What follows belongs to an exercise in optimizing a design on an open flow for small area; a production flow would make more cautious choices. RTL that was checked went through simulation tests only; none was proved equivalent to the original. Power is estimated from default activity; no workload was simulated.

## adc_ctrl
module adc_ctrl (
    input                   clk,
    input                   rstn,
    input                   adc_ce,
    output  logic   [11:0]  adc_data0,
    output  logic   [11:0]  adc_data1,
    output  logic           adc_val,
    output          [17:0]  flt_data0,
    output          [17:0]  flt_data1,
    output  logic           flt_val,
    output                  adc_sclk,
    output                  adc_css,
    output                  adc_dout,
    input                   adc_din
);
==> flow/config.mk <==
export PLATFORM = sky130hd
export DESIGN_NAME = adc_ctrl
export DESIGN_NICKNAME = adc_ctrl
export VERILOG_FILES = /design/flow/design.v
export SDC_FILE = /design/flow/constraint.sdc
export NUM_CORES = 4
export LEC_CHECK = 0
export CAP_MARGIN = 20
export CORE_MARGIN = 2
export CORE_UTILIZATION = 40
export SLEW_MARGIN = 20
==> flow/constraint.sdc <==
create_clock -name core_clock -period 20.0 [get_ports {clk}]
set_input_delay 4.0000 -clock core_clock [delete_from_list [all_inputs] [get_ports {clk}]]
set_output_delay 4.0000 -clock core_clock [all_outputs]
set_load 0.01 [all_outputs]
run.sh (not shown) runs the stock make flow with config.mk's settings and CLKGATE_MAP_FILE= SYNTH_SCRIPT=/design/flow/synth_recipe.tcl, a recipe that flattens the netlist after the stock synthesis.
The baseline completed without violations.
Rerun with:
==> flow/flow/run.sh (new file) <==
#!/bin/bash
# Standard layout, but with the smallest buffer on the ports.
set -euo pipefail
cd "$(dirname "$0")/.."
bash standard.sh BUFFER_PORTS_ARGS="-buffer_cell sky130_fd_sc_hd__buf_1" finish > flow_make.log 2>&1
==> flow/standard.sh (new file) <==
#!/bin/bash
# synth_recipe.tcl (not shown) runs the flow's synth.tcl, then flattens the netlist and writes it again
# the make line also repeats each setting of config.mk as NAME=value (left out here)
make -C /OpenROAD-flow-scripts/flow DESIGN_CONFIG=/design/flow/config.mk WORK_HOME=/design/flow/orfs CLKGATE_MAP_FILE= SYNTH_SCRIPT=/design/flow/synth_recipe.tcl "${@:-finish}"
removed: flow/run.sh
Global-route usage went down by 0.34 points.
Cell area went down by 6.7%.
Cell count is unchanged.
Flip-flop and latch count stays the same.
Worst setup slack improves by 0.37 ns.
Clock-buffer cell count went down by 1.


The RTL this note starts from:
==> flow/design.v <==
module adc128s022 (
    input               clk,
    input               rstn,
    input               ce,
    input               miso,
    input               fl0,         
    input               ld,          
    input       [4:0]   ldv,
    input               xsh,         
    output reg  [8:0]   cnt,
    output reg          ch,
    output reg  [11:0]  sdata,
    output              sclk,
    output              css,
    output              mosi
);
localparam [8:0] C_IDLE  = 9'd0,
                 C_IDLV  = 9'd1,
                 C_START = 9'd14,
                 C_T0    = 9'd15,
                 C_FRDY  = 9'd289,
                 C_GO    = 9'd290,
                 C_STOP  = 9'd291;
function automatic ge9(input [8:0] x, input [8:0] k);
    integer b;
    reg r;
    begin
        r = 1'b1;
        for (b = 0; b < 9; b = b + 1)
            r = k[b] ? (x[b] & r) : (x[b] | r);
        ge9 = r;
    end
endfunction
function automatic in9(input [8:0] x, input [8:0] lo, input [8:0] hi);
    in9 = ge9(x, lo) & ~ge9(x, hi + 9'd1);
endfunction
wire [8:0] inc;
wire [8:0] icy;
assign icy[0] = 1'b1;
genvar i;
generate for (i = 0; i < 9; i = i + 1) begin : g_inc
    assign inc[i] = cnt[i] ^ icy[i];
    if (i < 8) begin : g_c
        assign icy[i+1] = cnt[i] & icy[i];
    end
end endgenerate
always @(posedge clk)
    if (!rstn) cnt <= (cnt == 9'd288) ? C_IDLV : C_IDLE;
    else case (cnt)
        C_IDLE, C_IDLV, C_STOP: cnt <= ce ? C_START : C_IDLE;
        C_FRDY:         cnt <= (ch & ~ce) ? C_STOP : C_GO;
        C_GO:           cnt <= C_T0;
        default:        cnt <= inc;
    endcase
always @(posedge clk)
    if (cnt[8:1] == 8'd0)                   ch <= 1'b0;
    else if (cnt == C_GO || cnt == C_STOP)  ch <= ~ch;
wire samp = (cnt[3:0] == 4'd7) && in9(cnt, 9'd103, 9'd279);
always @(posedge clk)
    if (ld)
        sdata <= {ldv, sdata[6:0]};
    else if (samp || xsh)
        sdata <= {sdata[10:0], miso};
assign css  = ~in9(cnt, 9'd24, 9'd287);
assign sclk = ~(in9(cnt, 9'd32, 9'd279) && ~cnt[3]);
assign mosi = (fl0 & ~in9(cnt, 9'd32, 9'd291)) | (ch & in9(cnt, 9'd96, 9'd111));
endmodule
module slpf (
    input               clk,
    input               rstn,
    input       [8:0]   cnt,
    input               ch,
    input       [11:0]  sdata,
    input               miso,
    output reg  [12:0]  f0,
    output reg  [12:0]  f1,
    output reg          fl0,
    output              last,
    output      [4:0]   ldv,
    output              xsh,
    output              fa
);
localparam [17:0] B = 18'h18358;
localparam [17:0] A = 18'h07ca8;
reg [29:0] R;
reg r0, r1, fl1, k;
function automatic ge9(input [8:0] x, input [8:0] k);
    integer b;
    reg r;
    begin
        r = 1'b1;
        for (b = 0; b < 9; b = b + 1)
            r = k[b] ? (x[b] & r) : (x[b] | r);
        ge9 = r;
    end
endfunction
function automatic in9(input [8:0] x, input [8:0] lo, input [8:0] hi);
    in9 = ge9(x, lo) & ~ge9(x, hi + 9'd1);
endfunction
wire win  = in9(cnt, 9'd64, 9'd80);      
assign xsh = in9(cnt, 9'd76, 9'd80);     
wire p2   = in9(cnt, 9'd279, 9'd291);    
assign last = (cnt == 9'd290) || (cnt == 9'd291);
reg xj, fj;
always @* begin
    case (cnt[3:0])
        4'd7:    begin xj = miso;      fj = ch ? f1[0]  : f0[0];  end
        4'd8:    begin xj = sdata[1];  fj = ch ? f1[1]  : f0[1];  end
        4'd9:    begin xj = sdata[2];  fj = ch ? f1[2]  : f0[2];  end
        4'd10:   begin xj = sdata[3];  fj = ch ? f1[3]  : f0[3];  end
        4'd11:   begin xj = sdata[4];  fj = ch ? f1[4]  : f0[4];  end
        4'd12:   begin xj = sdata[5];  fj = ch ? f1[5]  : f0[5];  end
        4'd13:   begin xj = sdata[6];  fj = ch ? f1[6]  : f0[6];  end
        4'd14:   begin xj = sdata[7];  fj = ch ? f1[7]  : f0[7];  end
        4'd15:   begin xj = sdata[8];  fj = ch ? f1[8]  : f0[8];  end
        4'd0:    begin xj = sdata[9];  fj = ch ? f1[9]  : f0[9];  end
        4'd1:    begin xj = sdata[10]; fj = ch ? f1[10] : f0[10]; end
        default: begin xj = sdata[11]; fj = ch ? f1[11] : f0[11]; end
    endcase
end
wire j0  = (cnt[3:0] == 4'd7);
wire j11 = (cnt[3:1] == 3'd1);
wire rsel = ch ? r1 : r0;
wire fsel = ch ? fl1 : fl0;
wire kin  = j0 ? ~rsel : k;
wire hj   = fsel ? j11 : (~fj ^ kin ^ j11);
always @(posedge clk)
    k <= p2 & (last ? (rstn & ch) : (~fj & kin));
assign fa = k & ~p2;
wire lb = xsh ? sdata[11] : ~R[0];
wire mb = win ? (lb & ~fl0) : hj;
wire xb = p2 & xj;
wire e  = (cnt == 9'd80) | last;
reg [18:0] c;
always @* begin
    case ({e, mb, xb})
        3'b000:  c = 19'h0;
        3'b010:  c = -{1'b0, B};
        3'b001:  c = -{1'b0, A};
        3'b011:  c = 19'h60000;     
        3'b100:  c = 19'h20000;     
        3'b110:  c = {1'b0, A};
        3'b101:  c = {1'b0, B};
        default: c = 19'h0;
    endcase
end
wire [18:0] s;
wire [19:0] cy;
assign cy[0] = 1'b0;
genvar i;
generate for (i = 0; i < 19; i = i + 1) begin : g_add
    wire a = (i < 18) ? R[12 + i] : R[29];
    assign s[i]     = a ^ c[i] ^ cy[i];
    assign cy[i+1]  = (a & c[i]) | (cy[i] & (a ^ c[i]));
end endgenerate
wire [12:0] fnew = s[18:6];
wire        rr   = s[5];
assign      ldv  = {~s[1], ~s[2], ~s[3], ~s[4], s[5]};
always @(posedge clk)
    if (win || p2 || !rstn) R <= (last || !rstn) ? {18'h3ffff, s[0], R[11:1]} : {s, R[11:1]};
always @(posedge clk) begin
    if (last && !ch) begin f0 <= fnew; r0 <= rr; end
    if (last &&  ch) begin f1 <= fnew; r1 <= rr; end
end
always @(posedge clk)
    if (!rstn) begin
        fl0 <= 1'b1;
        fl1 <= 1'b1;
    end else if (last) begin
        if (ch) fl1 <= 1'b0;
        else    fl0 <= 1'b0;
    end
endmodule
module adc_ctrl (
    input                   clk,
    input                   rstn,
    input                   adc_ce,
    output  logic   [11:0]  adc_data0,
    output  logic   [11:0]  adc_data1,
    output  logic           adc_val,
    output          [17:0]  flt_data0,
    output          [17:0]  flt_data1,
    output  logic           flt_val,
    output                  adc_sclk,
    output                  adc_css,
    output                  adc_dout,
    input                   adc_din
);
wire [8:0]  cnt;
wire        ch;
wire [11:0] sdata;
wire [12:0] f0, f1;
wire        fl0, last, xsh, fa;
wire [4:0]  ldv;
adc128s022 adc128s022_u (
    .clk    ( clk       ),
    .rstn   ( rstn      ),
    .ce     ( adc_ce    ),
    .miso   ( adc_din   ),
    .fl0    ( fl0       ),
    .ld     ( last      ),
    .ldv    ( ldv       ),
    .xsh    ( xsh       ),
    .cnt    ( cnt       ),
    .ch     ( ch        ),
    .sdata  ( sdata     ),
    .sclk   ( adc_sclk  ),
    .css    ( adc_css   ),
    .mosi   ( adc_dout  )
);
slpf slpf_u (
    .clk    ( clk       ),
    .rstn   ( rstn      ),
    .cnt    ( cnt       ),
    .ch     ( ch        ),
    .sdata  ( sdata     ),
    .miso   ( adc_din   ),
    .f0     ( f0        ),
    .f1     ( f1        ),
    .fl0    ( fl0       ),
    .last   ( last      ),
    .ldv    ( ldv       ),
    .xsh    ( xsh       ),
    .fa     ( fa        )
);
always_ff @(posedge clk)
    if (cnt == 9'd288 && !ch) adc_data0 <= sdata;
assign adc_val = ((cnt == 9'd289) || (cnt == 9'd1)) & ch;
assign adc_data1 = sdata;
logic fb;
always_ff @(posedge clk) begin
    fb      <= rstn & fa;
    flt_val <= fb;
end
assign flt_data0 = {{5{f0[12]}}, f0};
assign flt_data1 = {{5{f1[12]}}, f1};
endmodule
==> flow/config.mk <==
export PLATFORM = sky130hd
export DESIGN_NAME = adc_ctrl
export DESIGN_NICKNAME = adc_ctrl
export VERILOG_FILES = /design/flow/design.v
export SDC_FILE = /design/flow/constraint.sdc
export NUM_CORES = 4
export LEC_CHECK = 0
export CAP_MARGIN = 20
export CORE_MARGIN = 2
export CORE_UTILIZATION = 75
export SLEW_MARGIN = 20
==> flow/constraint.sdc <==
create_clock -name core_clock -period 20.0 [get_ports {clk}]
set_input_delay 4.0000 -clock core_clock [delete_from_list [all_inputs] [get_ports {clk}]]
set_output_delay 4.0000 -clock core_clock [all_outputs]
set_load 0.01 [all_outputs]
standard.sh (not shown) runs the stock make flow with config.mk's settings and CLKGATE_MAP_FILE= SYNTH_SCRIPT=/design/flow/synth_recipe.tcl, a recipe that flattens the netlist after the stock synthesis.
==> flow/flow/run.sh <==
#!/bin/bash
# The standard layout (standard.sh) with these changes:
#  - synthesis: ABC maps for area (flow/synth.tcl); no full/half-adder cells
#  - the smallest buffer on the ports
#  - clock tree from clkbuf_8, larger sink clusters, no dummy loads
set -euo pipefail
cd "$(dirname "$0")/.."
bash standard.sh \
  SYNTH_SCRIPT="$PWD/flow/synth.tcl" \
  ADDER_MAP_FILE= \
  BUFFER_PORTS_ARGS="-buffer_cell sky130_fd_sc_hd__buf_1" \
  CTS_ARGS="-sink_clustering_enable -repair_clock_nets -buf_list sky130_fd_sc_hd__clkbuf_8 -sink_clustering_size 30 -sink_clustering_max_diameter 100 -dont_use_dummy_load" \
  finish > flow_make.log 2>&1
==> flow/flow/synth.tcl <==
# The standard flow's synthesis script (synth_recipe.tcl), with one change: ABC maps the
# logic with an area-oriented script instead of ORFS's delay-driven one (the
# delay target ORFS derives here is 20 ps, far below the 20 ns clock).
# Registers are left as they are, so they match the standard synthesis.
proc synth {args} { yosys synth -nofsm -noshare {*}$args }
proc abc {args} {
  set keep {}
  set i 0
  while { $i < [llength $args] } {
    set a [lindex $args $i]
    if { $a in {-script -constr -D} } {
      incr i 2
      continue
    }
    lappend keep $a
    incr i
  }
  lappend keep -script "+strash;&get -n;&deepsyn -J 100;&put;dch -f;amap;strash;dch -f;amap"
  yosys abc {*}$keep
}
source $::env(SCRIPTS_DIR)/synth.tcl
# left out here: clear keep_hierarchy, flatten, clean up, hide names made inside functions, write 1_2_yosys.v
The baseline produced a clean layout.
Change:
CORE_UTILIZATION = 40   (was 75)
The new run completed with no timing, DRC or antenna violations.
Routed wire length goes up by 2.3%.
Design area rises by 1.9%.
Combinational power went down by 3.1%.
Die area goes up by 82%.
Hold slack gets worse by 0.0041 ns.
Maximum frequency came out higher by 4.8%.
Change:
CORE_UTILIZATION = 60   (was 40)
Result: The changed run completed without violations. Wire length shrinks by 6.5%. First-iteration DRC count rose by 23%. Non-clock buffer count stays the same. Utilization went up by 22 points.


Another version of the RTL of adc_ctrl (not shown whole).
Size: roughly 100 flip-flops, roughly 69 I/O pins, ~4800 µm² of cells after synthesis.
clock: 20.0 ns
lec_check: 0
cap_margin: 20
core_margin: 2
core_utilization: 40
slew_margin: 20
==> flow/flow/run.sh <==
#!/bin/bash
# Standard layout, but with the smallest buffer on the ports.
set -euo pipefail
cd "$(dirname "$0")/.."
bash standard.sh BUFFER_PORTS_ARGS="-buffer_cell sky130_fd_sc_hd__buf_1" finish > flow_make.log 2>&1
Then changed:
Settings changed: CTS_BUF_LIST set to sky130_fd_sc_hd__clkbuf_8, CTS_CLUSTER_DIAMETER set to 100, CTS_CLUSTER_SIZE set to 30.
The changed run completed without violations.
Wire length hardly moves.
Combinational power is about the same.
Fmax stays flat.
Utilization drops by 0.81 points.
Hold slack gets better by 0.0081 ns.
Setup slack gets better by 0.021 ns.
Die area is unchanged.
Sequential cell count is unchanged.
Cell count does not change.


== main ==
adc_ctrl, a different RTL version from the one above (not shown whole).
Size in the first run: about 360 cells after synthesis, roughly 98 flip-flops, ~69 I/O pins.
==> flow/config.mk <==
export PLATFORM = sky130hd
export DESIGN_NAME = adc_ctrl
export DESIGN_NICKNAME = adc_ctrl
export VERILOG_FILES = /design/flow/design.v
export SDC_FILE = /design/flow/constraint.sdc
export NUM_CORES = 4
export LEC_CHECK = 0
export CAP_MARGIN = 20
export CORE_MARGIN = 2
export CORE_UTILIZATION = 40
export SLEW_MARGIN = 20
==> flow/constraint.sdc <==
create_clock -name core_clock -period 20.0 [get_ports {clk}]
set_input_delay 4.0000 -clock core_clock [delete_from_list [all_inputs] [get_ports {clk}]]
set_output_delay 4.0000 -clock core_clock [all_outputs]
set_load 0.01 [all_outputs]
==> flow/flow/run.sh <==
#!/bin/bash
# The standard layout (standard.sh) with these changes:
#  - synthesis: ABC maps for area (flow/synth.tcl); no full/half-adder cells
#  - the smallest buffer on the ports
#  - clock tree from clkbuf_8, larger sink clusters, no dummy loads
set -euo pipefail
cd "$(dirname "$0")/.."
bash standard.sh \
  SYNTH_SCRIPT="$PWD/flow/synth.tcl" \
  ADDER_MAP_FILE= \
  BUFFER_PORTS_ARGS="-buffer_cell sky130_fd_sc_hd__buf_1" \
  CTS_ARGS="-sink_clustering_enable -repair_clock_nets -buf_list sky130_fd_sc_hd__clkbuf_8 -sink_clustering_size 50 -sink_clustering_max_diameter 200 -dont_use_dummy_load" \
  finish > flow_make.log 2>&1
==> flow/flow/synth.tcl <==
# The standard flow's synthesis script (synth_recipe.tcl), with one change: ABC maps the
# logic with an area-oriented script instead of ORFS's delay-driven one (the
# delay target ORFS derives here is 20 ps, far below the 20 ns clock).
# Registers are left as they are, so they match the standard synthesis.
proc synth {args} { yosys synth -nofsm -noshare {*}$args }
proc abc {args} {
  set keep {}
  set i 0
  while { $i < [llength $args] } {
    set a [lindex $args $i]
    if { $a in {-script -constr -D} } {
      incr i 2
      continue
    }
    lappend keep $a
    incr i
  }
  lappend keep -script "+strash;&get -n;&deepsyn -J 100;&put;dch -f;amap"
  yosys abc {*}$keep
}
source $::env(SCRIPTS_DIR)/synth.tcl
# left out here: clear keep_hierarchy, flatten, clean up, hide names made inside functions, write 1_2_yosys.v
### main -> the feature branch
-- flow/flow/run.sh --
<<< main, line 10
  ADDER_MAP_FILE= \
  BUFFER_PORTS_ARGS="-buffer_cell sky130_fd_sc_hd__buf_1" \
  CTS_ARGS="-sink_clustering_enable -repair_clock_nets -buf_list sky130_fd_sc_hd__clkbuf_8 -sink_clustering_size 50 -sink_clustering_max_diameter 200 -dont_use_dummy_load" \
  finish > flow_make.log 2>&1
>>> the feature branch, line 10
  ADDER_MAP_FILE= \
  BUFFER_PORTS_ARGS="-buffer_cell sky130_fd_sc_hd__buf_1" \
  CTS_ARGS="-sink_clustering_enable -repair_clock_nets -buf_list sky130_fd_sc_hd__clkbuf_8 -sink_clustering_size 30 -sink_clustering_max_diameter 100 -dont_use_dummy_load" \
  finish > flow_make.log 2>&1
Diff the feature branch..main | final number of setup-violating endpoints | unchanged
Re final cell area excluding filler cells: no difference whatsoever between the feature branch and main.
Utilization after layout came out exactly the same in the feature branch and main.
Post-route clock period utilization: main vs the feature branch identical
As far as count of clock-buffer cells in the layout goes, the feature branch and main are indistinguishable; the numbers are identical.
main -> the feature branch: slack of the critical path delta 0, exact match
Diff the feature branch..main | final hold violation count | negligible
Sum of routed wire segments on met1 came out exactly the same in the feature branch and main.
No run of this note included a check of the RTL's function; only the layout flow was run.

[what the ideal ports hide]
No port has a modelled driver above. Below, the same layouts with a new extraction and two added sets of constraints.
Step 1: set_driving_cell puts a clkbuf_16 on clk and a buf_2 on each other input, an assumption about the parent block.
Step 2 adds t to the input delays and takes it off the output delays; t is the mean of the earliest and latest rising clock arrival at the registers after step 1. Input paths then give back, and output paths get back, about the clock's delay inside the block.
Three values: no drivers, after step 1, after step 2; two values: the first two.
run | shift t [ns] | setup slack, ns | worst setup path at the end | clock arrival spread, ns | worst data-port slew with drivers (ns)
the first run of note 1 | 0.384 | 11.065 / 11.076 / 10.692 | input to register | 0.010 / 0.010 | 0.03
the second run of note 1 | 0.388 | 11.439 / 11.457 / 11.070 | input to register | 0.010 / 0.009 | 0.03
the first run of note 2 | 0.377 | 11.646 / 11.658 / 11.281 | input to register | 0.027 / 0.028 | 0.03
the second run of note 2 | 0.396 | 12.030 / 12.032 / 11.635 | input to register | 0.034 / 0.035 | 0.04
the third run of note 2 | 0.379 | 11.986 / 11.986 / 11.607 | input to register | 0.022 / 0.022 | 0.03
the first run of note 3 | 0.383 | 9.309 / 9.319 / 8.937 | input to register | 0.007 / 0.007 | 0.03
the second run of note 3 | 0.394 | 9.330 / 9.335 / 8.941 | input to register | 0.013 / 0.013 | 0.03
main | 0.385 | 11.707 / 11.713 / 11.328 | input to register | 0.016 / 0.016 | 0.03
the feature branch | 0.385 | 11.707 / 11.713 / 11.328 | input to register | 0.016 / 0.016 | 0.03
After both steps setup and hold are still met in every run listed. The setup slack of the second run of note 2, which loses most, moves by +0.002 ns with the drivers and by -0.395 ns with both steps.
